This is an optimization exercise on Yosys and OpenROAD, whose aim is small area, not a production implementation. In this exercise RTL edits were held to simulation tests only and were not proved equivalent to the original. No activity file was given, so power comes from the tool's default toggle rates.

## design/flow/config.mk

```make
export PLATFORM = sky130hd
export DESIGN_NAME = tero_top
export DESIGN_NICKNAME = tero_top
export VERILOG_FILES = /design/flow/design.v
export SDC_FILE = /design/flow/constraint.sdc
export NUM_CORES = 4
export LEC_CHECK = 0
export ABC_AREA = 1
export CAP_MARGIN = 20
export CORE_MARGIN = 2
export CORE_UTILIZATION = 70
export SLEW_MARGIN = 20
```

## design/flow/constraint.sdc

```tcl
create_clock -name core_clock -period 10.0 [get_ports {CLK}]
set_input_delay 2.0000 -clock core_clock [delete_from_list [all_inputs] [get_ports {CLK}]]
set_output_delay 2.0000 -clock core_clock [all_outputs]
set_load 0.01 [all_outputs]
```

## design/flow/design.v

```verilog
module sqacc (a, x, pa, pb, pc, y);
    input  [27:0] a;
    input   [7:0] x;
    input         pa, pb, pc;
    output [27:0] y;
    wire p1 = (pa & x[0]);
    wire p2 = (pa & x[0] & x[1]) | (pb & x[1]);
    wire p3 = (pa & x[0] & x[2]);
    wire p4 = (pa & x[0] & x[3]) | (pb & x[1] & x[2]) | (pc & x[2]);
    wire p5 = (pa & x[0] & x[4]) | (pb & x[1] & x[3]);
    wire p6 = (pa & x[0] & x[5]) | (pb & x[2] & x[3]);
    wire p7 = (pa & x[1] & x[4]) | (pb & x[3]);
    wire p8 = (pa & x[0] & x[6]) | (pb & x[1] & x[5]) | (pc & x[2] & x[4]);
    wire p9 = (pa & x[0] & x[7]) | (pb & x[2] & x[5]) | (pc & x[4]);
    wire p10 = (pa & x[1] & x[6]) | (pb & x[3] & x[4]);
    wire p11 = (pa & x[1] & x[7]) | (pb & x[2] & x[6]) | (pc & x[3] & x[5]);
    wire p12 = (pa & x[2] & x[7]) | (pb & x[4] & x[5]);
    wire p13 = (pa & x[3] & x[6]) | (pb & x[5]);
    wire p14 = (pa & x[3] & x[7]) | (pb & x[4] & x[6]);
    wire p15 = (pa & x[4] & x[7]) | (pb & x[5] & x[6]) | (pc & x[6]);
    wire p16 = (pa & x[5] & x[7]);
    wire p17 = (pa & x[6] & x[7]) | (pb & x[7]);
    wire s18 = a[0] ^ p1;
    wire c19 = a[0] & p1;
    wire s20 = a[1] ^ c19;
    wire c21 = a[1] & c19;
    wire s22 = a[2] ^ p2 ^ c21;
    wire c23 = (a[2] & p2) | (c21 & (a[2] ^ p2));
    wire s24 = a[3] ^ p3 ^ c23;
    wire c25 = (a[3] & p3) | (c23 & (a[3] ^ p3));
    wire s26 = a[4] ^ p4 ^ c25;
    wire c27 = (a[4] & p4) | (c25 & (a[4] ^ p4));
    wire s28 = a[5] ^ p5 ^ c27;
    wire c29 = (a[5] & p5) | (c27 & (a[5] ^ p5));
    wire s30 = a[6] ^ p6 ^ p7;
    wire c31 = (a[6] & p6) | (p7 & (a[6] ^ p6));
    wire s32 = s30 ^ c29;
    wire c33 = s30 & c29;
    wire s34 = a[7] ^ p8 ^ c31;
    wire c35 = (a[7] & p8) | (c31 & (a[7] ^ p8));
    wire s36 = s34 ^ c33;
    wire c37 = s34 & c33;
    wire s38 = a[8] ^ p10 ^ p9;
    wire c39 = (a[8] & p10) | (p9 & (a[8] ^ p10));
    wire s40 = s38 ^ c35 ^ c37;
    wire c41 = (s38 & c35) | (c37 & (s38 ^ c35));
    wire s42 = a[9] ^ p11 ^ c39;
    wire c43 = (a[9] & p11) | (c39 & (a[9] ^ p11));
    wire s44 = s42 ^ c41;
    wire c45 = s42 & c41;
    wire s46 = a[10] ^ p12 ^ p13;
    wire c47 = (a[10] & p12) | (p13 & (a[10] ^ p12));
    wire s48 = s46 ^ c43 ^ c45;
    wire c49 = (s46 & c43) | (c45 & (s46 ^ c43));
    wire s50 = a[11] ^ p14 ^ c47;
    wire c51 = (a[11] & p14) | (c47 & (a[11] ^ p14));
    wire s52 = s50 ^ c49;
    wire c53 = s50 & c49;
    wire s54 = a[12] ^ p15 ^ c51;
    wire c55 = (a[12] & p15) | (c51 & (a[12] ^ p15));
    wire s56 = s54 ^ c53;
    wire c57 = s54 & c53;
    wire s58 = a[13] ^ p16 ^ c55;
    wire c59 = (a[13] & p16) | (c55 & (a[13] ^ p16));
    wire s60 = s58 ^ c57;
    wire c61 = s58 & c57;
    wire s62 = a[14] ^ p17 ^ c59;
    wire c63 = (a[14] & p17) | (c59 & (a[14] ^ p17));
    wire s64 = s62 ^ c61;
    wire c65 = s62 & c61;
    wire s66 = a[15] ^ c63 ^ c65;
    wire c67 = (a[15] & c63) | (c65 & (a[15] ^ c63));
    wire s68 = a[16] ^ c67;
    wire c69 = a[16] & c67;
    wire s70 = a[17] ^ c69;
    wire c71 = a[17] & c69;
    wire s72 = a[18] ^ c71;
    wire c73 = a[18] & c71;
    wire s74 = a[19] ^ c73;
    wire c75 = a[19] & c73;
    wire s76 = a[20] ^ c75;
    wire c77 = a[20] & c75;
    wire s78 = a[21] ^ c77;
    wire c79 = a[21] & c77;
    wire s80 = a[22] ^ c79;
    wire c81 = a[22] & c79;
    wire s82 = a[23] ^ c81;
    wire c83 = a[23] & c81;
    wire s84 = a[24] ^ c83;
    wire c85 = a[24] & c83;
    wire s86 = a[25] ^ c85;
    wire c87 = a[25] & c85;
    wire s88 = a[26] ^ c87;
    wire c89 = a[26] & c87;
    wire s90 = a[27] ^ c89;
    wire c91 = a[27] & c89;
    assign y = {s90, s88, s86, s84, s82, s80, s78, s76, s74, s72, s70, s68, s66, s64, s60, s56, s52, s48, s44, s40, s36, s32, s28, s26, s24, s22, s20, s18};
endmodule
module tero_top (CLK, RST, MODE, SW, LED, TXD,
                 TERO_COUNT, TERO_OEFF, TERO_CTR, TERO_PRE, RO_SEL);
    input        CLK, RST;
    input  [1:0] MODE;
    input  [3:0] SW;
    output [7:0] LED;
    output       TXD;
    input  [8:0] TERO_COUNT;
    input        TERO_OEFF;
    output       TERO_CTR, TERO_PRE;
    output [19:0] RO_SEL;
    localparam STATE_MODE   = 3'd0;
    localparam STATE_WAIT   = 3'd1;
    localparam STATE_START  = 3'd2;
    localparam STATE_OSC    = 3'd3;
    localparam STATE_DRAIN  = 3'd4;
    localparam STATE_NEXT   = 3'd5;
    localparam STATE_FINI   = 3'd6;
    function [27:0] inc;             
        input [27:0] a;
        input        e;
        integer      j;
        reg          k;
        begin
            k = e;
            for (j = 0; j < 28; j = j + 1) begin
                inc[j] = a[j] ^ k;
                k      = k & a[j];
            end
        end
    endfunction
    function [27:0] add;             
        input [27:0] a, b;
        integer      j;
        reg          k;
        begin
            k = 1'b0;
            for (j = 0; j < 28; j = j + 1) begin
                add[j] = a[j] ^ b[j] ^ k;
                k      = (a[j] & b[j]) | (k & (a[j] ^ b[j]));
            end
        end
    endfunction
    function [27:0] updn;            
        input [27:0] a;
        input        u, d;
        integer      j;
        reg          k;
        begin
            k = u ^ d;
            for (j = 0; j < 28; j = j + 1) begin
                updn[j] = a[j] ^ k;
                k       = k & ~(a[j] ^ u);
            end
        end
    endfunction
    reg         m0, m1;      
    reg         mode_d;
    reg   [2:0] state;
    reg  [19:0] cnt;
    reg   [2:0] sel_cnt;
    reg  [19:0] ro_sel;
    wire        ctr     = (state == STATE_OSC);
    wire        in_next = (state == STATE_NEXT);
    wire        first   = (cnt[11:0] == 12'h000);
    wire        cnt_en  = (state == STATE_WAIT) | (ctr & oe);
    wire [20:0] ck;
    assign ck[0] = cnt_en;
    genvar g;
    generate
        for (g = 0; g < 20; g = g + 1) begin : cnt_carry
            assign ck[g+1] = ck[g] & cnt[g];
        end
    endgenerate
    wire        last_e  = ck[12];    
    wire        all1_e  = ck[20];
    reg         ctr_buf;
    reg         oe_d2;
    wire        oe_d   = ctr_buf & ~ctr;     
    reg   [7:0] din;
    reg         oe;
    reg   [7:0] coe;
    assign TERO_CTR = ctr_buf;
    assign TERO_PRE = (coe[1:0] == 2'b00);
    always @(posedge CLK) begin
        ctr_buf <= ctr;
        oe_d2   <= oe_d;
        if (~oe & ~oe_d)     
            din <= (TERO_COUNT[8]) ? 8'hff : TERO_COUNT[7:0];
        oe  <= ctr & (coe[1:0] == 2'd3) & (TERO_OEFF | (coe[7:6] == 2'd3 & coe[2]));
        coe <= (ctr) ? inc(coe, 1'b1) : 8'd0;
    end
    reg         sat;
    reg  [19:0] sum;
    reg  [27:0] ssum;
    reg   [2:0] pkc;
    wire        skip = (din == 8'hff);
    wire [15:0] sq_d = {1'b0, din[7], 1'b0, din[6], 1'b0, din[5], 1'b0, din[4],
                        1'b0, din[3], 1'b0, din[2], 1'b0, din[1], 1'b0, din[0]};
    wire [15:0] sq_0 = {7'b0, (din[0]) ? din[7:1] : 7'b0,  2'b0};
    wire [15:0] sq_1 = {6'b0, (din[1]) ? din[7:2] : 6'b0,  4'b0};
    wire [15:0] sq_2 = {5'b0, (din[2]) ? din[7:3] : 5'b0,  6'b0};
    wire [15:0] sq_3 = {4'b0, (din[3]) ? din[7:4] : 4'b0,  8'b0};
    wire [15:0] sq_4 = {3'b0, (din[4]) ? din[7:5] : 3'b0, 10'b0};
    wire [15:0] sq_5 = {2'b0, (din[5]) ? din[7:6] : 2'b0, 12'b0};
    wire [15:0] sq_6 = {1'b0, (din[6]) ? din[7:7] : 1'b0, 14'b0};
    wire        en_sum = oe & ~last_e;
    wire [27:0] ssum_n;
    sqacc SQ (.a(ssum & {28{~(oe & first)}}), .x(din), .pa(oe), .pb(oe_d), .pc(oe_d2), .y(ssum_n));
    always @(posedge CLK) begin
        ssum <= ssum_n;
        sum  <= add(sum & {20{~(oe & first)}}, din & {8{en_sum}});
        sat  <= (sat & ~(oe & first)) | (en_sum & skip);
    end
    always @(posedge CLK) begin
        if (RST)
            pkc <= 3'd0;
        else
            pkc <= inc(pkc, oe & ~skip);
    end
    reg   [3:0] vc;          
    reg   [7:0] hold;
    reg   [5:0] fcnt;        
    reg         busy;
    reg   [5:0] wc;
    reg   [3:0] bc;
    wire        ready  = (vc == 4'd0);
    wire        full   = fcnt[5];
    wire        empty  = (fcnt == 6'd0);
    wire        wv     = ~ready & ~full;
    wire        rv     = ~empty & ~busy;
    reg         q;
    wire        m11    = m0 & m1;
    wire        pk_sh  = m11 & oe & ~q & (~skip | (pkc == 3'd7));
    wire        pk_q   = m11 & oe & q;
    wire        uwe    = (~m0) ? ((in_next) ? ready : last_e) :
                         (m1)  ? (pkc == 3'd7 && oe) : oe;
    always @(posedge CLK) begin
        if (RST) begin
            vc   <= 4'd0;
            fcnt <= 6'd0;
        end else begin
            if (ready) begin
                if (uwe)
                    vc <= (m0) ? 4'd1 : 4'd8;
            end else begin
                vc <= updn(vc, 1'b0, ~full);
            end
            fcnt <= updn(fcnt, wv, rv);
        end
        if (ready & uwe & ~m11)
            hold <= (~m0) ? ssum[7:0] : din;
        else if (pk_sh)
            hold <= {hold[6:0], din[0]};
        else if (pk_q)
            hold[0] <= din[0];
        if (RST)
            q <= 1'b0;
        else if (m11 & oe)
            q <= skip & (pkc == 3'd7);
    end
    function [7:0] px;
        input [3:0] hex;
        px = (hex >= 4'd10) ? {5'b01100, hex[2:0] - 3'd1} : {4'h3, hex};
    endfunction
    reg   [3:0] nib;
    always @(*) begin
        case ({in_next, vc})
            5'h18:   nib = {sat, 3'b000};
            5'h15:   nib = sum[19:16];
            5'h14:   nib = sum[15:12];
            5'h13:   nib = sum[11: 8];
            5'h12:   nib = sum[ 7: 4];
            5'h11:   nib = sum[ 3: 0];
            5'h07:   nib = ssum[27:24];
            5'h06:   nib = ssum[23:20];
            5'h05:   nib = ssum[19:16];
            5'h04:   nib = ssum[15:12];
            5'h03:   nib = ssum[11: 8];
            5'h02:   nib = hold[ 7: 4];
            5'h01:   nib = hold[ 3: 0];
            default: nib = 4'h0;
        endcase
    end
    wire  [7:0] wdata = (m0) ? hold : px(nib);
    localparam N = 33;
    reg   [7:0] st [0:N-1];
    reg [N-1:0] e;           
    reg [N-1:0] fr;          
    wire        w32  = (wc == 6'd32);
    wire        done = busy & w32 & (bc == 4'd9);
    integer     i;
    wire        fr0 = e[0] | done | (empty & ~busy);   
    reg   [8:0] gp;          
    always @(*) begin
        gp[0] = fr0;
        for (i = 1; i < 9; i = i + 1)
            gp[i] = gp[i-1] | e[4*i-3] | e[4*i-2] | e[4*i-1] | e[4*i];
        for (i = 0; i < N; i = i + 1)
            if (i % 4 == 0)
                fr[i] = gp[i/4];
            else if (i % 4 == 1)
                fr[i] = gp[i/4] | e[i];
            else if (i % 4 == 2)
                fr[i] = gp[i/4] | e[i-1] | e[i];
            else
                fr[i] = gp[i/4] | e[i-2] | e[i-1] | e[i];
    end
    always @(posedge CLK) begin
        for (i = 0; i < N-1; i = i + 1)
            if (fr[i])
                st[i] <= st[i+1];
        if (fr[N-1])
            st[N-1] <= wdata;
        for (i = 0; i < N-1; i = i + 1)
            e[i] <= e[i+1] & fr[i];
        e[N-1] <= ~wv & fr[N-1];
    end
    always @(posedge CLK) begin
        wc <= (busy & ~w32) ? inc(wc, 1'b1) : 6'd0;
        if (RST | done)
            bc <= 4'd0;
        else
            bc <= inc(bc, busy & w32);
        if (RST)
            busy <= 1'b0;
        else if (~busy)
            busy <= rv;
        else if (done)
            busy <= 1'b0;
    end
    wire  [7:0] s0 = st[0];
    reg         txb;
    always @(*) begin
        case (bc)
            4'd1:    txb = s0[0];
            4'd2:    txb = s0[1];
            4'd3:    txb = s0[2];
            4'd4:    txb = s0[3];
            4'd5:    txb = s0[4];
            4'd6:    txb = s0[5];
            4'd7:    txb = s0[6];
            4'd8:    txb = s0[7];
            4'd0:    txb = 1'b0;
            default: txb = 1'b1;
        endcase
    end
    assign TXD = ~busy | txb;
    assign LED[7]    = (sel_cnt == 3'd3);
    assign LED[6]    = (sel_cnt == 3'd2);
    assign LED[5]    = (sel_cnt == 3'd1);
    assign LED[4]    = (sel_cnt == 3'd0);
    assign LED[3:0]  = (sel_cnt == 3'd0) ? ro_sel[ 3: 0] :
                       (sel_cnt == 3'd1) ? ro_sel[ 7: 4] :
                       (sel_cnt == 3'd2) ? ro_sel[11: 8] :
                       (sel_cnt == 3'd3) ? ro_sel[15:12] : ro_sel[19:16];
    assign RO_SEL    = ro_sel;
    wire        ld     = (state == STATE_WAIT) & all1_e & MODE[0] & ~mode_d;
    wire [20:0] rk;
    assign rk[0] = in_next & ready;
    generate
        for (g = 0; g < 20; g = g + 1) begin : ro_carry
            assign rk[g+1] = rk[g] & ro_sel[g];
        end
    endgenerate
    wire [19:0] ro_inc = ro_sel ^ rk[19:0];
    always @(posedge CLK) begin
        cnt <= (RST) ? 20'h00000 : cnt ^ ck[19:0];
        if (RST)
            ro_sel <= 20'h00000;
        else begin
            ro_sel[19:16] <= (ld && sel_cnt == 3'd0) ? SW : ro_inc[19:16];
            ro_sel[15:12] <= (ld && sel_cnt == 3'd4) ? SW : ro_inc[15:12];
            ro_sel[11: 8] <= (ld && sel_cnt == 3'd3) ? SW : ro_inc[11: 8];
            ro_sel[ 7: 4] <= (ld && sel_cnt == 3'd2) ? SW : ro_inc[ 7: 4];
            ro_sel[ 3: 0] <= (ld && sel_cnt == 3'd1) ? SW : ro_inc[ 3: 0];
        end
    end
    always @(posedge CLK) begin
        if (RST) begin
            m0        <= 1'b0;
            m1        <= 1'b0;
            mode_d    <= 1'b0;
            state     <= STATE_MODE;
            sel_cnt   <= 3'd0;
        end else begin
            if (state == STATE_MODE) begin
                m0        <= MODE[0];
                m1        <= MODE[1];
                mode_d    <= MODE[0];
                sel_cnt   <= (MODE[0]) ? 3'd0 : (MODE[1]) ? 3'd3 : 3'd4;
                state     <= (MODE[0]) ? STATE_WAIT : STATE_START;
            end else if (state == STATE_WAIT) begin
                if (all1_e) begin
                    mode_d   <= MODE[0];
                    if (MODE[0] & ~mode_d) begin
                        sel_cnt  <= (sel_cnt != 3'd0) ? sel_cnt - 1'b1 : 3'd4;
                        state    <= (sel_cnt != 3'd1) ? STATE_WAIT     : STATE_START;
                    end
                end
            end else if (state == STATE_START) begin
                state    <= STATE_OSC;
            end else if (state == STATE_OSC) begin
                if (oe) begin
                    state    <= (full)       ? STATE_DRAIN :
                                (m0 == 1'b1) ? STATE_START :
                                (last_e)     ? STATE_NEXT  : STATE_START;
                    if (all1_e && m0 == 1'd1) begin
                        sel_cnt  <= (sel_cnt != 3'd0) ? sel_cnt - 1'b1 : 3'd4;
                    end
                end
            end else if (state == STATE_DRAIN) begin
                if (empty) begin
                    state    <= (m0 == 1'b1) ? STATE_START :
                                (first)      ? STATE_NEXT  : STATE_START;
                end
            end else if (state == STATE_NEXT) begin
                if (ready) begin
                    state    <= ((m1) ? rk[16] : rk[20]) ? STATE_FINI : STATE_START;
                end
            end
        end
    end
endmodule
```

## design/flow/flow/run.sh

```bash
#!/bin/bash
# Own layout flow: the standard layout (standard.sh, unchanged synthesis,
# floorplan, power grid, placement, routing), with these settings changed:
#  - ports are buffered with the smallest buffer (buf_1) instead of the
#    default pick, and
#  - clock tree synthesis uses clkbuf_8 leaf clusters without dummy loads, and
#  - after global routing, gates off the critical paths are downsized
#    (ORFS RECOVER_POWER).
set -euo pipefail
export BUFFER_PORTS_ARGS="-buffer_cell sky130_fd_sc_hd__buf_1"
export CTS_ARGS="-sink_clustering_enable -repair_clock_nets -buf_list sky130_fd_sc_hd__clkbuf_8 -sink_clustering_size 18 -sink_clustering_max_diameter 60 -dont_use_dummy_load"
export RECOVER_POWER=100
bash standard.sh finish > standard_flow.log 2>&1
```

## design/flow/standard.sh

```bash
#!/bin/bash
# synth_recipe.tcl (not shown) runs the flow's synth.tcl, then flattens the netlist and writes it again
# the make line also repeats each setting of config.mk as NAME=value (left out here)
make -C /OpenROAD-flow-scripts/flow DESIGN_CONFIG=/design/flow/config.mk WORK_HOME=/design/flow/orfs CLKGATE_MAP_FILE= SYNTH_SCRIPT=/design/flow/synth_recipe.tcl "${@:-finish}"
```

==> summary.txt, run 1 <==
Setup path
  • CP dominant cell by count: ha_1
  • R2R setup slack: 1580 ps
  • Slowest stage delay, CP: 760 ps
  • Reg-to-Reg End: ssum[27]$_DFF_P_
  • CP Launch Point: oe$_DFF_P_
  • Worst EP required: 10470 ps
  • Critical path peak fanout: 48
  • RR Startpoint: oe$_DFF_P_
  • Worst setup EP type: flip-flop
  • Startpoint types: flip-flop
  • CP max stage cell: clkbuf_1
  • Worst-case reg-to-reg path depth: 36
  • Data arrival, critical path: 8890 ps
  • Crit Path Category: flip-flop to flip-flop

Clocking
  • Clock Tree Buf Depth: 3
  • CTS clock-pin slew for the worst setup and hold paths: 100 ps
  • Total CTS buffers: 30
  • CTS Sinks: 447
  • Post-CTS Hold Buffers: 0
  • CTS HTree Levels: 1
  • Worst-Skew Late Latency: 600 ps
  • CTS tree: built
  • Root buffer cell: clkbuf_8
  • Postcts setup bufs: 0
  • Post_cts resized: 0

Pwr
  • Leak: 7.76 nW
  • Sw Ratio: 0.323
  • Switching power total: 1.73 mW
  • Power Dens Cells: 295 nW/um^2
  • Worst VDD drop: 0.244 mV
  • Total power: 5.34 mW
  • Clk network pwr share: 0.143
  • Pint: 3.62 mW
  • Logic pwr share: 0.234
  • Register share of total power: 0.623

Synth
  • Post-synth EDFFs: 280
  • Synth top area cells: edfxtp_1 (49%), dfxtp_1 (19%), ha_1 (6.9%)
  • Top post-synthesis cells by count: edfxtp_1 (280), inv_1 (240), dfxtp_1 (167)
  • Seq/Total Area, Yosys: 0.679
  • Main synth FF type: edfxtp_1
  • Syn nets: 1536
  • Syn Area/Cell: 12.4 sq um
  • Mapped cell area: 17300 sq um
  • Most common cell in the netlist: edfxtp_1
  • Asr flop ratio synth: 0
  • Yosys top cell area share: 0.486
  • Post-synthesis register bit count: 447
  • Post-synth cell types: 43
  • YS warnings: 2
  • Cell taking the most area after synthesis: edfxtp_1
  • Post-Syn Instances: 1399

Drt
  • DRT antenna net count: 0
  • DRC Markers: 0
  • DR iter-0 viols: 737
  • Post-Route WL: 28300 um
  • DR pass1 iterations: 7
  • Vias/cell: 5.36
  • Via Count: 9565
  • Avg WL per Cell: 15.9 um

STA
  • Fmax: 0.119 GHz
  • RSZ-0062 raised after global routing: false
  • Setup TNS: 0 ps
  • Setup Skew: 50.6 ps
  • Fin. Hold Viols: 0
  • Period minus WS final: 8420 ps
  • Headroom to the max-slew limit: -0.312
  • Worst slew pin tran: 1970 ps
  • Crit share post-route: 0.842
  • Setup violators final: 0
  • Worst hold slack: 415 ps
  • Max Slew Vio Count: 86

Global route
  • Initial antenna violation count: 1
  • Pin count of the biggest net entering global routing: 49
  • First-pass GRT wire length: 45300 um
  • GR Util All Layers: 0.222
  • Number of global-route vias before repair: 9223
  • GRT Residual Overflow: 0

Job
  • Maxcap violations: 2

Floorplan
  • Starting density of the core: 0.711
  • CORE AREA: 24300 sq um
  • Cell row count: 57
  • Die width: 161 um
  • Die ar.: 26000 sq um
  • Ports: 49
  • Die height: 161 um

Layout
  • Fill cells: 1638
  • Storage element area: 11800 sq um
  • Synth-to-Final Area Change: 4.59%
  • Area of the multi-input gates: 4420 sq um
  • Number of nets in the layout: 1600
  • Share of post-route cells with drive strength above 1: 0.0363

Placement
  • Port buffer count: 48
  • Final HPWL DP: 20700 um
  • Placer Congestion: 0.900

Min path
  • Hold path depth: 0
  • Hold path start: st[32][7]$_SDFFCE_PN0P_
  • Hold Crit Endpoint: st[31][7]$_DFFE_PP_
  • Hold Crit Class: flip-flop to flip-flop

Outcome
  • Status: failed layout checks
  • Violated checks: max-capacitance violations, max-slew violations
## critical path, delay by kind of cell (launching register included)
family	cells	cell delay [ps]
fa+ha+maj	27	5880
buf+inv	6	1310
flops	1	560
simple gates	2	450
xor+xnor	1	120
## logic make-up after synthesis
logic type	count (synthesis)	share of synthesized area
compound gates	133	0.0475
simple gates	428	0.114
buf+inv	260	0.0564
fa+ha+maj	119	0.0961
mux	2	0.00116
xor+xnor	10	0.00506
flops	447	0.679
## worst max path at each step
stage	slack, ps	endpoint	cells past startpoint
after detailed placement	1610	sum[19]$_DFF_P_	39
after global placement	1900	sum[19]$_DFF_P_	39
after global routing	640	st[32][7]$_SDFFCE_PN0P_	22
after floorplan	2320	sum[19]$_DFF_P_	40
final	1580	ssum[27]$_DFF_P_	36
after CTS	1600	sum[19]$_DFF_P_	39
## state kept, by name, indices dropped and copies added (netlist names), 6 cells and up
name,cells
din,8
cnt,20
hold,8
sum,20
coe,8
st,264
wc,6
ro_sel,20
fcnt,6
ssum,28
e,33
## power groups by stage
stage	clock, mW	sequential (mW)	combinational [mW]
5_1_grt	0.854	3.38	1.44
6_report	0.764	3.32	1.25
3_3_place_gp	0	3.32	1.27
2_1_floorplan	0	3.22	0.995
4_1_cts	0.792	3.33	1.33
3_5_place_dp	0	3.36	1.33
## layer usage
layer / track usage / wire [um] / vias to the layer above
met5: 0 / 0 / -
met4: 0.0402 / 349 / 0
met3: 0.0390 / 1660 / 33
met2: 0.386 / 14000 / 209
met1: 0.300 / 12300 / 4552
li1: - / - / 4771
## stage by stage
| step | instance area (sq um) | std cells | setup slack, ps | util |
|---|---|---|---|---|
| 2_1_floorplan | 17300 | 1399 | 2320 | - |
| 3_3_place_gp | 17800 | 1755 | 1900 | 0.733 |
| 3_5_place_dp | 17800 | 1755 | 1610 | 0.733 |
| 4_1_cts | 18200 | 1785 | 1600 | 0.750 |
| 5_1_grt | 18100 | 1785 | 642 | 0.744 |
| 6_report | 18100 | 1786 | 1580 | 0.744 |
## area by class of cell
cell class,instances,share of cell area
repair buffers,50,0.0104
inverters,242,0.0502
multi-input cells,692,0.244
well taps,324,0.0224
clock buffers,30,0.0228
flip-flops and latches,447,0.650
diodes,1,0.000138
## layout by cell type (no fill, tap or decap), types with 7 or more instances in the layout
cell type / instances
dfxtp_1: 167
o22ai_1: 9
clkbuf_8: 30
a221oi_1: 8
nand3_1: 37
nor3_1: 18
nand4_1: 11
nand2_1: 161
o21ai_0: 49
a21oi_1: 29
ha_1: 96
xnor2_1: 7
and2_2: 7
nor2_1: 170
or2_2: 10
fa_1: 23
edfxtp_1: 280
o211ai_1: 12
buf_1: 47
inv_1: 240
==> inputs of run 2 (changes only) <==
--- a/design/flow/design.v
+++ b/design/flow/design.v
@@ -290,17 +290,6 @@
     integer     i;
-    wire        fr0 = e[0] | done | (empty & ~busy);   
-    reg   [8:0] gp;          
     always @(*) begin
-        gp[0] = fr0;
-        for (i = 1; i < 9; i = i + 1)
-            gp[i] = gp[i-1] | e[4*i-3] | e[4*i-2] | e[4*i-1] | e[4*i];
-        for (i = 0; i < N; i = i + 1)
-            if (i % 4 == 0)
-                fr[i] = gp[i/4];
-            else if (i % 4 == 1)
-                fr[i] = gp[i/4] | e[i];
-            else if (i % 4 == 2)
-                fr[i] = gp[i/4] | e[i-1] | e[i];
-            else
-                fr[i] = gp[i/4] | e[i-2] | e[i-1] | e[i];
+        fr[0] = e[0] | done | (empty & ~busy);    
+        for (i = 1; i < N; i = i + 1)
+            fr[i] = e[i] | fr[i-1];
     end
==> design/flow/flow/run.sh (replaced) <==
#!/bin/bash
# Own layout flow: the standard layout (standard.sh, unchanged synthesis,
# floorplan, power grid, placement, routing), with two settings changed:
#  - ports are buffered with the smallest buffer (buf_1) instead of the
#    default pick, and
#  - clock tree synthesis uses clkbuf_8 leaf clusters without dummy loads.
set -euo pipefail
export BUFFER_PORTS_ARGS="-buffer_cell sky130_fd_sc_hd__buf_1"
export CTS_ARGS="-sink_clustering_enable -repair_clock_nets -buf_list sky130_fd_sc_hd__clkbuf_8 -sink_clustering_size 18 -sink_clustering_max_diameter 60 -dont_use_dummy_load"
bash standard.sh finish > standard_flow.log 2>&1
==> run 2 against run 1 <==
Effect of this change:
- now clean on timing, DRC and antenna
- power rose by 0.93%
- die area barely moved
- highest routed layer unchanged
- area after synthesis barely moved
==> summary.txt, run 2 <==
Layout
  • Reg with most FFs: st
  • Area of the multi-input gates: 4570 sq um
  • Share of post-route cells with drive strength above 1: 0.0505
  • Ant. Diodes: 0
  • Most frequent cells in the layout: edfxtp_1 (280), inv_1 (243), dfxtp_1 (167), nor2_1 (164), nand2_1 (152)
  • Biggest regs: st (264), e (33), ssum (28)
  • Fill cells: 1613
  • Final non-filler cell total: 1788
  • Storage element area: 11800 sq um
  • Largest register FFs: 264
  • Commonest non-fill, non-tap cell in the layout: edfxtp_1
  • Synth-to-Final Area Change: 5.76%
  • Number of nets in the layout: 1603

Setup path
  • Data arrival, critical path: 8400 ps
  • Slowest stage delay, CP: 520 ps
  • Startpoint types: flip-flop
  • CP max stage cell: dfxtp_1
  • Worst EP required: 10390 ps
  • Crit Path Category: flip-flop to flip-flop
  • Critical path peak fanout: 9
  • CP dominant cell by count: ha_1
  • Worst setup EP type: flip-flop

Drt
  • DRC Markers: 0
  • DR pass1 iterations: 6
  • DR iter-0 viols: 785
  • Via Count: 9568
  • Post-Route WL: 28000 um
  • Metal2 WL: 13300 um
  • Top routing layer used: met4
  • Met3 WL post-DR: 1500 um
  • Met1 WL: 12600 um
  • Vias/cell: 5.35
  • DRT antenna net count: 0
  • Avg WL per Cell: 15.6 um

Clocking
  • Total CTS buffers: 34
  • Postcts setup bufs: 0
  • Clock Tree Buf Depth: 3
  • CTS HTree Levels: 2
  • Post_cts resized: 0
  • CTS Sinks: 447
  • CTS clock-pin slew for the worst setup and hold paths: 100 ps
  • Root buffer cell: clkbuf_8
  • CTS tree: built
  • Post-CTS Hold Buffers: 0
  • Worst-Skew Late Latency: 550 ps

Synth
  • Synth top area cells: edfxtp_1 (49%), dfxtp_1 (19%), ha_1 (6.9%)
  • Post-synth EDFFs: 280
  • Post-synthesis register bit count: 447
  • Cell taking the most area after synthesis: edfxtp_1
  • Yosys top cell area share: 0.486
  • Syn Area/Cell: 12.4 sq um
  • Post-synth cell types: 43
  • Seq/Total Area, Yosys: 0.679
  • Syn nets: 1536
  • Main synth FF type: edfxtp_1
  • Mapped cell area: 17300 sq um
  • Most common cell in the netlist: edfxtp_1
  • Asr flop ratio synth: 0
  • Top post-synthesis cells by count: edfxtp_1 (280), inv_1 (243), dfxtp_1 (167)
  • Post-Syn Instances: 1399
  • YS warnings: 2

STA
  • Setup Skew: 57.8 ps
  • Max Slew Vio Count: 0
  • Period minus WS final: 8010 ps
  • Setup violators final: 0
  • Headroom to the max-slew limit: 0.383
  • Fmax: 0.125 GHz
  • Worst slew pin tran: 925 ps
  • Crit share post-route: 0.801
  • RSZ-0062 raised after global routing: false
  • Fin. Hold Viols: 0
  • Setup TNS: 0 ps

Global route
  • First-pass GRT wire length: 45200 um
  • GRT Residual Overflow: 0
  • GR Util All Layers: 0.220
  • Number of global-route vias before repair: 9188
  • Initial antenna violation count: 0
  • Pin count of the biggest net entering global routing: 49

Min path
  • Hold Crit Class: flip-flop to flip-flop

Floorplan
  • Cell row count: 57
  • Ports: 49
  • Starting density of the core: 0.712
  • Die ar.: 26000 sq um
  • Die height: 161 um
  • Die width: 161 um
  • CORE AREA: 24300 sq um

Placement
  • Final HPWL DP: 20100 um
  • Port buffer count: 48
  • Post-Place Cells: 1754
  • Placer Congestion: 0.928

Pwr
  • Sw Ratio: 0.320
  • Leak: 7.85 nW
  • Worst VDD drop: 0.316 mV
  • Pint: 3.66 mW
  • Switching power total: 1.73 mW
  • Clk network pwr share: 0.150
  • Register share of total power: 0.614
  • Logic pwr share: 0.236
  • Power Dens Cells: 294 nW/um^2

Job
  • Maxcap violations: 0

Outcome
  • Status: no timing/DRC/antenna violations
==> run 2: cell types whose count changed in the layout (fill, tap and decap cells not counted), moves of 3 or more <==
cell      delta
clkbuf_1     -3
nand3_1      -4
clkbuf_8     +4
nand2_1      -9
nor2_1       -6
o21ai_0      +5
inv_1        +3
nor2_4       +7
a22o_1       +4
nor3_1       -5
nand4_1      -5
nand4_4      +6
==> run 2: metrics by stage <==
stage / setup slack (ps) / util / instance area (sq um) / hold WS [ps] / power, mW
4_1_cts: 1960 / 0.753 / 18300 / 421 / 5.44
3_3_place_gp: 2200 / 0.734 / 17800 / 400 / 4.54
2_1_floorplan: 2540 / - / 17300 / 400 / 4.18
5_1_grt: 1490 / 0.753 / 18300 / 424 / 5.71
3_5_place_dp: 2020 / 0.734 / 17800 / 405 / 4.63
6_report: 1990 / 0.753 / 18300 / 415 / 5.39
==> run 2: critical path: cells and delay by family, from the launching register on <==
family / cells / cell delay (ps)
AOI/OAI and AO/OA: 1 / 210
xor gates and xnor gates: 1 / 120
adders and majority gates: 31 / 6620
buffers and inverters: 3 / 340
DFF: 1 / 520
and+or+nand+nor: 1 / 90
==> run 2: path summary, 6_finish.rpt <==
path                       startpoint  cells after the start                  to  slack (ps)
hold / removal    st[10][3]$_DFFE_PP_                      0  st[9][3]$_DFFE_PP_         420
setup reg to reg           oe$_DFF_P_                     37     sum[19]$_DFF_P_        1990
setup / recovery           oe$_DFF_P_                     37     sum[19]$_DFF_P_        1990
hold reg to reg   st[10][3]$_DFFE_PP_                      0  st[9][3]$_DFFE_PP_         420
==> run 2: power by group through the flow <==
stage	clock, mW	combinational (mW)	sequential [mW]
2_1_floorplan	0	0.966	3.21
3_3_place_gp	0	1.22	3.31
3_5_place_dp	0	1.28	3.34
4_1_cts	0.841	1.29	3.31
5_1_grt	0.901	1.44	3.36
6_report	0.810	1.27	3.31
==> run 2: cells by family (layout without fill, tap and decap cells) <==
| family | Yosys count | after routing | synth area share |
|---|---|---|---|
| DFF | 447 | 447 | 0.679 |
| and+or+nand+nor | 416 | 416 | 0.112 |
| AOI/OAI and AO/OA | 141 | 141 | 0.0501 |
| adders and majority gates | 119 | 119 | 0.0960 |
| muxes | 2 | 2 | 0.00116 |
| buffers and inverters | 264 | 329 | 0.0572 |
| xor gates and xnor gates | 10 | 10 | 0.00506 |
==> run 2: cell type report <==
| cell class | count | share of cell area |
|---|---|---|
| Timing Repair Buffer | 50 | 0.0107 |
| Inverter | 245 | 0.0502 |
| Clock buffer | 34 | 0.0256 |
| Multi-Input combinational cell | 688 | 0.250 |
| Tap cell | 324 | 0.0221 |
| Sequential cell | 447 | 0.642 |
==> run 2: metal layers <==
metal	vias up	global-route usage
li1	4779	-
met5	-	0
met2	218	0.362
met4	0	0.0588
met1	4527	0.309
met3	44	0.0383
==> inputs of run 3 (changes only) <==
--- a/design/flow/design.v
+++ b/design/flow/design.v
@@ -290,6 +290,17 @@
     integer     i;
+    wire        fr0 = e[0] | done | (empty & ~busy);   
+    reg   [8:0] gp;          
     always @(*) begin
-        fr[0] = e[0] | done | (empty & ~busy);    
-        for (i = 1; i < N; i = i + 1)
-            fr[i] = e[i] | fr[i-1];
+        gp[0] = fr0;
+        for (i = 1; i < 9; i = i + 1)
+            gp[i] = gp[i-1] | e[4*i-3] | e[4*i-2] | e[4*i-1] | e[4*i];
+        for (i = 0; i < N; i = i + 1)
+            if (i % 4 == 0)
+                fr[i] = gp[i/4];
+            else if (i % 4 == 1)
+                fr[i] = gp[i/4] | e[i];
+            else if (i % 4 == 2)
+                fr[i] = gp[i/4] | e[i-1] | e[i];
+            else
+                fr[i] = gp[i/4] | e[i-2] | e[i-1] | e[i];
     end
==> design/flow/flow/run.sh (replaced) <==
#!/bin/bash
# Own layout flow: the standard layout (standard.sh: unchanged synthesis,
# floorplan, power grid, placement, routing), with these changes:
#  - ports are buffered with the smallest buffer (buf_1) instead of the
#    default pick,
#  - clock tree synthesis uses clkbuf_8 leaf clusters without dummy loads, and
#  - after the floorplan, gates that synthesis sized up are put back to drive
#    strength 1 (flow/downsize.tcl); placement's repair_design and the timing
#    repair after CTS size up again where needed.
set -euo pipefail
export BUFFER_PORTS_ARGS="-buffer_cell sky130_fd_sc_hd__buf_1"
export CTS_ARGS="-sink_clustering_enable -repair_clock_nets -buf_list sky130_fd_sc_hd__clkbuf_8 -sink_clustering_size 18 -sink_clustering_max_diameter 60 -dont_use_dummy_load"
bash standard.sh floorplan > standard_floorplan.log 2>&1
RES=$PWD/orfs/results/$FLOW_PLATFORM/tero_top/base openroad -no_init -exit flow/downsize.tcl > downsize.log 2>&1
bash standard.sh finish > standard_flow.log 2>&1
==> design/flow/flow/downsize.tcl (new file) <==
# Swap the combinational cells that synthesis sized up (drive 2, 4, 8) back to
# drive 1 before placement; placement's repair_design and the later timing
# repair size up again wherever slew, capacitance or timing need it.
set P /OpenROAD-flow-scripts/flow/platforms/sky130hd
read_lef $P/lef/sky130_fd_sc_hd.tlef
read_lef $P/lef/sky130_fd_sc_hd_merged.lef
read_liberty $P/lib/sky130_fd_sc_hd__tt_025C_1v80.lib
set R $::env(RES)
read_db $R/2_floorplan.odb
set db [ord::get_db]
set n 0
foreach inst [[[$db getChip] getBlock] getInsts] {
  set m [[$inst getMaster] getName]
  if {[regexp {^(sky130_fd_sc_hd__(nand|nor|and|or|inv|a|o|xor|xnor|mux|maj|buf)[0-9a-z_]*?)_([248])$} $m -> base]} {
    if {[string match "*clkbuf*" $m] || [string match "*dly*" $m]} { continue }
    set nm [$db findMaster ${base}_1]
    if {$nm != "NULL" && $nm != ""} {
      $inst swapMaster $nm
      incr n
    }
  }
}
puts "downsized $n cells"
write_db $R/2_floorplan.odb
==> run 3 against run 2 <==
Effect of this change:
- worst setup slack worse by 510 ps
- sequential power about the same
- design area down 1.5%
- core utilization down 1.1 points
- synthesized cell count unchanged
- via count up 0.13%
- routed wire length up 0.78%
- clock skew down 21 ps
- still clean on timing, DRC and antenna
- combinational power down 4%
- clock-buffer cell count down 4
- critical path depth down 15
- global-route usage up 0.36 points
==> summary.txt, run 3 <==
Outcome
  • Status: no timing/DRC/antenna violations

STA
  • Setup TNS: 0 ps
  • Setup violators final: 0
  • Setup Skew: 36.7 ps
  • Fin. Hold Viols: 0
  • RSZ-0062 raised after global routing: false
  • Period minus WS final: 8520 ps
  • Headroom to the max-slew limit: 0.405
  • Post-route setup slack: 1480 ps
  • Worst hold slack: 406 ps
  • Crit share post-route: 0.852
  • Max Slew Vio Count: 0
  • Fmax: 0.117 GHz
  • Worst slew pin tran: 881 ps

Pwr
  • Worst VDD drop: 0.274 mV
  • Power Dens Cells: 294 nW/um^2
  • Leak: 7.75 nW
  • Total power: 5.31 mW

Global route
  • Met2 Usage GRT: 0.376
  • Global Route met1 Usage: 0.309
  • Pin count of the biggest net entering global routing: 49
  • GRT Residual Overflow: 0
  • First-pass GRT wire length: 46000 um
  • Grt peak-use layer: met2
  • GR Util All Layers: 0.223
  • Number of global-route vias before repair: 9495
  • Met3 GRT Util: 0.0344
  • Initial antenna violation count: 0

Floorplan
  • Cell row count: 57
  • Die ar.: 26000 sq um
  • CORE AREA: 24300 sq um
  • Starting density of the core: 0.711
  • Die width: 161 um
  • Die height: 161 um
  • Ports: 49

Layout
  • Final Util: 0.742
  • Area of the multi-input gates: 4360 sq um
  • Fill cells: 1627
  • Biggest regs: st (264), e (33), ssum (28)
  • Ant. Diodes: 0
  • Most frequent cells in the layout: edfxtp_1 (280), inv_1 (240), nor2_1 (172), dfxtp_1 (167), nand2_1 (162)
  • Share of post-route cells with drive strength above 1: 0.0219
  • Synth-to-Final Area Change: 4.28%
  • Number of nets in the layout: 1600
  • Storage element area: 11800 sq um
  • Reg with most FFs: st
  • Largest register FFs: 264
  • Commonest non-fill, non-tap cell in the layout: edfxtp_1

Synth
  • Yosys top cell area share: 0.486
  • Post-synthesis register bit count: 447
  • Synth top area cells: edfxtp_1 (49%), dfxtp_1 (19%), ha_1 (6.9%)
  • Syn Area/Cell: 12.4 sq um
  • Seq/Total Area, Yosys: 0.679
  • YS warnings: 2
  • Cell taking the most area after synthesis: edfxtp_1
  • Mapped cell area: 17300 sq um
  • Post-Syn Instances: 1399
  • Main synth FF type: edfxtp_1
  • Asr flop ratio synth: 0
  • Top post-synthesis cells by count: edfxtp_1 (280), inv_1 (240), dfxtp_1 (167)
  • Post-synth cell types: 43
  • Syn nets: 1536
  • Post-synth EDFFs: 280
  • Most common cell in the netlist: edfxtp_1

Clocking
  • Post_cts resized: 0
  • CTS tree: built
  • CTS Sinks: 447
  • Worst-Skew Late Latency: 610 ps
  • CTS HTree Levels: 1
  • Post-CTS Hold Buffers: 0
  • Clock Tree Buf Depth: 3
  • CTS clock-pin slew for the worst setup and hold paths: 100 ps
  • Root buffer cell: clkbuf_8
  • Total CTS buffers: 30
  • Postcts setup bufs: 0

Placement
  • Pre-CTS WS: 1260 ps
  • Port buffer count: 48
  • Final HPWL DP: 20500 um
  • Placer Congestion: 0.881

Min path
  • Hold path depth: 0
  • Hold Crit Class: flip-flop to flip-flop

Setup path
  • Worst-case reg-to-reg path depth: 22
  • Worst setup EP type: flip-flop
  • Critical path peak fanout: 10
  • Data arrival, critical path: 8830 ps
  • Crit Path Category: flip-flop to flip-flop
  • Worst EP required: 10300 ps
  • Startpoint types: flip-flop

Drt
  • Via Count: 9580
  • DR iter-0 viols: 839
  • Vias/cell: 5.37
  • DRC Markers: 0
  • Avg WL per Cell: 15.8 um
  • Post-Route WL: 28200 um
  • DRT antenna net count: 0
  • DR pass1 iterations: 5

Job
  • Maxcap violations: 0
-- run 3: cell types whose count changed after synthesis, sizes merged, moves of 2 or more --
| cell | previous run | this run |
|---|---|---|
| nor3 | 14 | 18 |
| inv | 243 | 240 |
| a22o | 10 | 6 |
| nand3 | 33 | 37 |
| nor2 | 175 | 172 |
| o21ai | 54 | 49 |
| o221ai | 2 | 4 |
| nand2 | 153 | 162 |
-- run 3: cell type report --
| class | instances | area share |
|---|---|---|
| flip-flops and latches | 447 | 0.651 |
| multi-input cells | 692 | 0.242 |
| inverters | 242 | 0.0504 |
| clock buffers | 30 | 0.0229 |
| well taps | 324 | 0.0225 |
| repair buffers | 50 | 0.0108 |
-- run 3: where the power goes --
group	total [mW]	leakage [nW]	switching, mW	internal, mW
logic	1.22	3.47	0.953	0.263
registers	3.33	4.06	0.258	3.07
clock network	0.767	0.216	0.498	0.268
total	5.31	7.75	1.71	3.60
-- run 3: cells by family after synthesis --
logic type | synth area share
simple gates | 0.114
flops | 0.679
fa+ha+maj | 0.0961
xor+xnor | 0.00506
buf+inv | 0.0564
compound gates | 0.0475
mux | 0.00116
-- run 3: worst max-delay path, cell delays in order, from the launching register on --
cell     delay [ps]
dfxtp_1         380
inv_1            60
ha_1            210
nand4_1         130
nor2_1           70
nor2_1          240
nand4_1         480
nor2_1          420
nand4_1         500
nor2_1          420
nand4_1         480
nor2_1          410
nand4_1         460
nor2_1          410
nand4_1         470
nor2_1          440
nand4_1         470
nor2_1          420
nand4_1         440
nor2_1          380
nand4_1         450
nor2_1          280
inv_1           190
-- run 3: metal layers --
layer	part of all wire	vias up	routed length, um
met2	0.47	226	13400
li1	-	4760	-
met4	0.025	0	714
met3	0.050	58	1400
met1	0.45	4536	12700
met5	0	-	0
-- run 3: final timing paths --
check	startpoint	end	slack (ps)
max	wc[0]$_SDFF_PN0_	st[32][4]$_DFFE_PP_	1480
min	st[32][3]$_DFFE_PP_	st[31][3]$_DFFE_PP_	410
max reg2reg	wc[0]$_SDFF_PN0_	st[32][4]$_DFFE_PP_	1480
min reg2reg	st[32][3]$_DFFE_PP_	st[31][3]$_DFFE_PP_	410
-- run 3: through the flow --
| step | instance area, sq um | std cells |
|---|---|---|
| global route | 18000 | 1785 |
| global placement | 17600 | 1755 |
| detailed placement | 17600 | 1755 |
| floorplan | 17300 | 1399 |
| finish | 18000 | 1785 |
| CTS | 18000 | 1785 |
==> inputs of run 4 (changes only) <==
==> design/flow/flow/run.sh (replaced) <==
#!/bin/bash
# Own layout flow: the standard layout (standard.sh: unchanged synthesis,
# floorplan, power grid, placement, routing), with these changes:
#  - after the floorplan, the combinational logic is re-mapped for area by
#    OpenROAD's restructure and setup-repaired with a margin
#    (flow/restructure.tcl; it maps onto a copy of the liberty file without
#    the platform's don't-use cells, made by flow/filter_lib.py; registers are
#    left as synthesis made them),
#  - ports are buffered with the smallest buffer (buf_1) instead of the
#    default pick, and
#  - clock tree synthesis uses clkbuf_8 leaf clusters without dummy loads.
set -euo pipefail
export BUFFER_PORTS_ARGS="-buffer_cell sky130_fd_sc_hd__buf_1"
export CTS_ARGS="-sink_clustering_enable -repair_clock_nets -buf_list sky130_fd_sc_hd__clkbuf_8 -sink_clustering_size 18 -sink_clustering_max_diameter 60 -dont_use_dummy_load"
bash standard.sh floorplan > standard_floorplan.log 2>&1
python3 flow/filter_lib.py "$FLOW_HOME/platforms/sky130hd/lib/sky130_fd_sc_hd__tt_025C_1v80.lib" restructure.lib > filter_lib.log 2>&1
RMP_LIB=$PWD/restructure.lib RES=$PWD/orfs/results/$FLOW_PLATFORM/tero_top/base \
  openroad -no_init -exit flow/restructure.tcl > restructure.log 2>&1
bash standard.sh finish > standard_flow.log 2>&1
==> design/flow/flow/filter_lib.py (new file) <==
#!/usr/bin/env python3
"""Write a copy of a liberty file without the cells the platform marks don't-use
(lpflow_*, probe*), for restructure's ABC mapping."""
import re, sys
src, dst = sys.argv[1], sys.argv[2]
t = open(src).read()
out, i = [], 0
pat = re.compile(r'\n(\s*)cell\s*\(\s*"?(\w+)"?\s*\)\s*\{')
while True:
    m = pat.search(t, i)
    if not m:
        out.append(t[i:])
        break
    name = m.group(2)
    if "lpflow" in name or "probe" in name:
        out.append(t[i:m.start()])
        depth, j = 0, m.end() - 1
        while True:
            c = t[j]
            if c == '{':
                depth += 1
            elif c == '}':
                depth -= 1
                if depth == 0:
                    break
            j += 1
        i = j + 1
    else:
        out.append(t[i:m.end()])
        i = m.end()
open(dst, "w").write("".join(out))
==> design/flow/flow/restructure.tcl (new file) <==
# Area recovery on the synthesized logic before placement: OpenROAD's
# restructure (ABC area mapping of the combinational logic; registers are not
# touched), then setup repair with a margin so that placement and routing
# start from a netlist that meets timing.
set P /OpenROAD-flow-scripts/flow/platforms/sky130hd
read_lef $P/lef/sky130_fd_sc_hd.tlef
read_lef $P/lef/sky130_fd_sc_hd_merged.lef
read_liberty $P/lib/sky130_fd_sc_hd__tt_025C_1v80.lib
set R $::env(RES)
read_db $R/2_floorplan.odb
read_sdc $R/2_floorplan.sdc
source $P/setRC.tcl
set_dont_use {sky130_fd_sc_hd__probe_p_8 sky130_fd_sc_hd__probec_p_8 sky130_fd_sc_hd__lpflow_*}
puts "area before [rsz::design_area]"
report_worst_slack
file mkdir rmp_work
restructure -liberty_file $::env(RMP_LIB) -target area \
  -tielo_port sky130_fd_sc_hd__conb_1/LO -tiehi_port sky130_fd_sc_hd__conb_1/HI \
  -work_dir rmp_work -abc_logfile restructure_abc.log
puts "area after restructure [rsz::design_area]"
report_worst_slack
repair_timing -setup -setup_margin 1.5
puts "area after repair [rsz::design_area]"
report_worst_slack
write_db $R/2_floorplan.odb
removed: design/flow/flow/downsize.tcl
==> run 4 against run 3 <==
Effect of this change:
- still clean
- clock skew up 24 ps
- via count up 7.7%
- synthesized cell count unchanged
- hold slack about the same
- non-clock buffer count up 6
- worst setup slack worse by 480 ps
- sequential power down 2%
- critical endpoint is now st[32][1]$_DFFE_PP_
- largest power group unchanged
- highest routed layer unchanged
==> summary.txt, run 4 <==
Outcome
  • Status: no timing/DRC/antenna violations

STA
  • Period minus WS final: 9010 ps
  • Max Slew Vio Count: 0
  • Worst hold slack: 407 ps
  • Worst slew pin tran: 876 ps
  • Fmax: 0.111 GHz
  • Setup violators final: 0
  • Post-route setup slack: 994 ps
  • Crit share post-route: 0.901
  • Headroom to the max-slew limit: 0.401
  • Setup Skew: 60.6 ps
  • Fin. Hold Viols: 0

Layout
  • Final non-filler cell total: 1799
  • Share of post-route cells with drive strength above 1: 0.0753
  • Design Area, Final: 17800 sq um
  • Number of nets in the layout: 1495
  • Largest register FFs: 264
  • Reg with most FFs: st
  • Synth-to-Final Area Change: 2.96%
  • Biggest regs: st (264), e (33), ssum (28)
  • Ant. Diodes: 0
  • Commonest non-fill, non-tap cell in the layout: edfxtp_1
  • Most frequent cells in the layout: edfxtp_1 (280), nor2_1 (172), dfxtp_1 (166), clkinv_1 (130), nand2_1 (74)

Synth
  • Mapped cell area: 17300 sq um
  • Cell taking the most area after synthesis: edfxtp_1
  • Yosys top cell area share: 0.486
  • Main synth FF type: edfxtp_1
  • Post-synthesis register bit count: 447
  • Synth top area cells: edfxtp_1 (49%), dfxtp_1 (19%), ha_1 (6.9%)
  • Post-synth EDFFs: 280
  • YS warnings: 2
  • Syn nets: 1536
  • Post-Syn Instances: 1399
  • Seq/Total Area, Yosys: 0.679
  • Asr flop ratio synth: 0
  • Syn Area/Cell: 12.4 sq um
  • Top post-synthesis cells by count: edfxtp_1 (280), inv_1 (240), dfxtp_1 (167)
  • Post-synth cell types: 43
  • Most common cell in the netlist: edfxtp_1

Setup path
  • Data arrival, critical path: 9300 ps
  • Worst path bufs/invs: 34
  • Crit-path leading delay family: simple AND/OR/NAND/NOR gates
  • CP Launch Point: wc[4]$_SDFF_PN0_
  • Slowest stage delay, CP: 320 ps
  • CP max stage cell: dfxtp_1
  • Crit Path Category: flip-flop to flip-flop
  • RR Startpoint: wc[4]$_SDFF_PN0_
  • Startpoint types: flip-flop
  • Critical path peak fanout: 9
  • Worst EP required: 10300 ps
  • R2R setup slack: 990 ps
  • CP dominant cell by count: inv_2
  • Worst setup EP type: flip-flop

Job
  • Maxcap violations: 0

Pwr
  • Power Dens Cells: 290 nW/um^2
  • Total power: 5.16 mW
  • Worst VDD drop: 0.273 mV
  • Leak: 6.11 nW

Floorplan
  • Ports: 49
  • Starting density of the core: 0.711
  • Die width: 161 um
  • Cell row count: 57
  • CORE AREA: 24300 sq um
  • Die height: 161 um
  • Die ar.: 26000 sq um

Global route
  • GR Util All Layers: 0.232
  • Initial antenna violation count: 0
  • First-pass GRT wire length: 47800 um
  • GRT Residual Overflow: 0
  • Number of global-route vias before repair: 9682
  • Pin count of the biggest net entering global routing: 58

Drt
  • DR pass1 iterations: 7
  • DRT antenna net count: 0
  • Post-Route WL: 29500 um
  • Vias/cell: 5.74
  • Avg WL per Cell: 16.4 um
  • DRC Markers: 0
  • DR iter-0 viols: 890
  • Via Count: 10300

Clocking
  • CTS tree: built
  • CTS HTree Levels: 2
  • Total CTS buffers: 35
  • Root buffer cell: clkbuf_8
  • CTS Sinks: 447
  • Clock Tree Buf Depth: 3
  • Worst-Skew Late Latency: 560 ps
  • CTS clock-pin slew for the worst setup and hold paths: 110 ps

Min path
  • Hold path start: st[4][2]$_DFFE_PP_
  • Hold Crit Class: flip-flop to flip-flop

Placement
  • Area after DPL: 17200 sq um
  • Pre-CTS WS: -280 ps
  • Post-Place Cells: 1763
  • Port buffer count: 48
  • Final HPWL DP: 20800 um
  • Placer Congestion: 0.896
==> run 4: layout make-up <==
| cell class | count | area (sq um) |
|---|---|---|
| clock buffer | 35 | 482 |
| fill | 1653 | 6510 |
| inverter | 163 | 622 |
| multi-input combinational | 774 | 4310 |
| sequential | 447 | 11800 |
| tap | 324 | 405 |
| timing repair buffer | 56 | 241 |
==> run 4: logic make-up after synthesis <==
logic type                 Yosys count  synth area share
xor gates and xnor gates            10           0.00506
buffers and inverters              260            0.0564
and+or+nand+nor                    428             0.114
AOI/OAI and AO/OA                  133            0.0475
muxes                                2           0.00116
DFF                                447             0.679
adders and majority gates          119            0.0961
==> run 4: path summary, 6_finish.rpt <==
path	to	cells past startpoint
setup / recovery	st[32][1]$_DFFE_PP_	72
hold / removal	st[3][2]$_DFFE_PP_	0
setup reg to reg	st[32][1]$_DFFE_PP_	72
hold reg to reg	st[3][2]$_DFFE_PP_	0
==> run 4: repair_timing <==
action,4_1_cts,5_1_grt
setup buffers,0,1
endpoints found under the hold margin,0,0
cloned,0,0
endpoints found under the setup margin,17,35
gates resized for setup,5,21
hold buffers,0,0
pin swaps,0,0
==> run 4: metal layers <==
metal,track usage,share of wire
met3,0.0311,0.049
met1,0.335,0.47
met4,0.0743,0.024
met2,0.374,0.46
met5,0,0
==> run 4: through the flow <==
step	util	setup TNS [ps]
after detailed placement	0.709	-2850
final	0.732	0
after global routing	0.732	-129
after floorplan	-	0
after global placement	0.709	0
after CTS	0.729	0
==> run 4: worst reg2reg max path, delay by kind of cell, from the launching register on <==
| kind | cells | cell delay [ps] |
|---|---|---|
| buf+inv | 34 | 3680 |
| flops | 1 | 320 |
| simple gates | 38 | 4800 |
==> run 4: power breakdown <==
part,switching (mW),leakage (nW),internal (mW)
clock network,0.514,0.252,0.316
registers,0.285,3.98,2.98
logic,0.779,1.88,0.288
total,1.58,6.11,3.58

[afterwards: timing with drivers on the ports]
The flow's constraints put no driver on any port. The routed layouts listed below were extracted and timed again, unchanged, in two steps.
Step 1 assumes that a clkbuf_16 drives the clock port and a buf_2 every other input.
Step 2 also shifts input and output timing later by t, the mid clock arrival at the registers, as if the neighbouring blocks saw the same clock.
a / b / c = no drivers / after step 1 / after step 2; a / b = the first two.
| run | shift t [ns] | slack for setup (ns) | worst hold slack (ns) | worst setup path after step 2 | worst data-port slew with drivers (ns) |
|---|---|---|---|---|---|
| run 1 | 0.615 | 1.580 / 1.580 / 1.580 | 0.415 / 0.415 / 0.415 | register to register | 0.07 |
| run 2 | 0.566 | 1.987 / 1.987 / 1.987 | 0.415 / 0.415 / 0.415 | register to register | 0.04 |
| run 3 | 0.639 | 1.476 / 1.476 / 1.476 | 0.406 / 0.406 / 0.406 | register to register | 0.07 |
| run 4 | 0.571 | 0.994 / 0.994 / 0.994 | 0.407 / 0.407 / 0.407 | register to register | 0.03 |
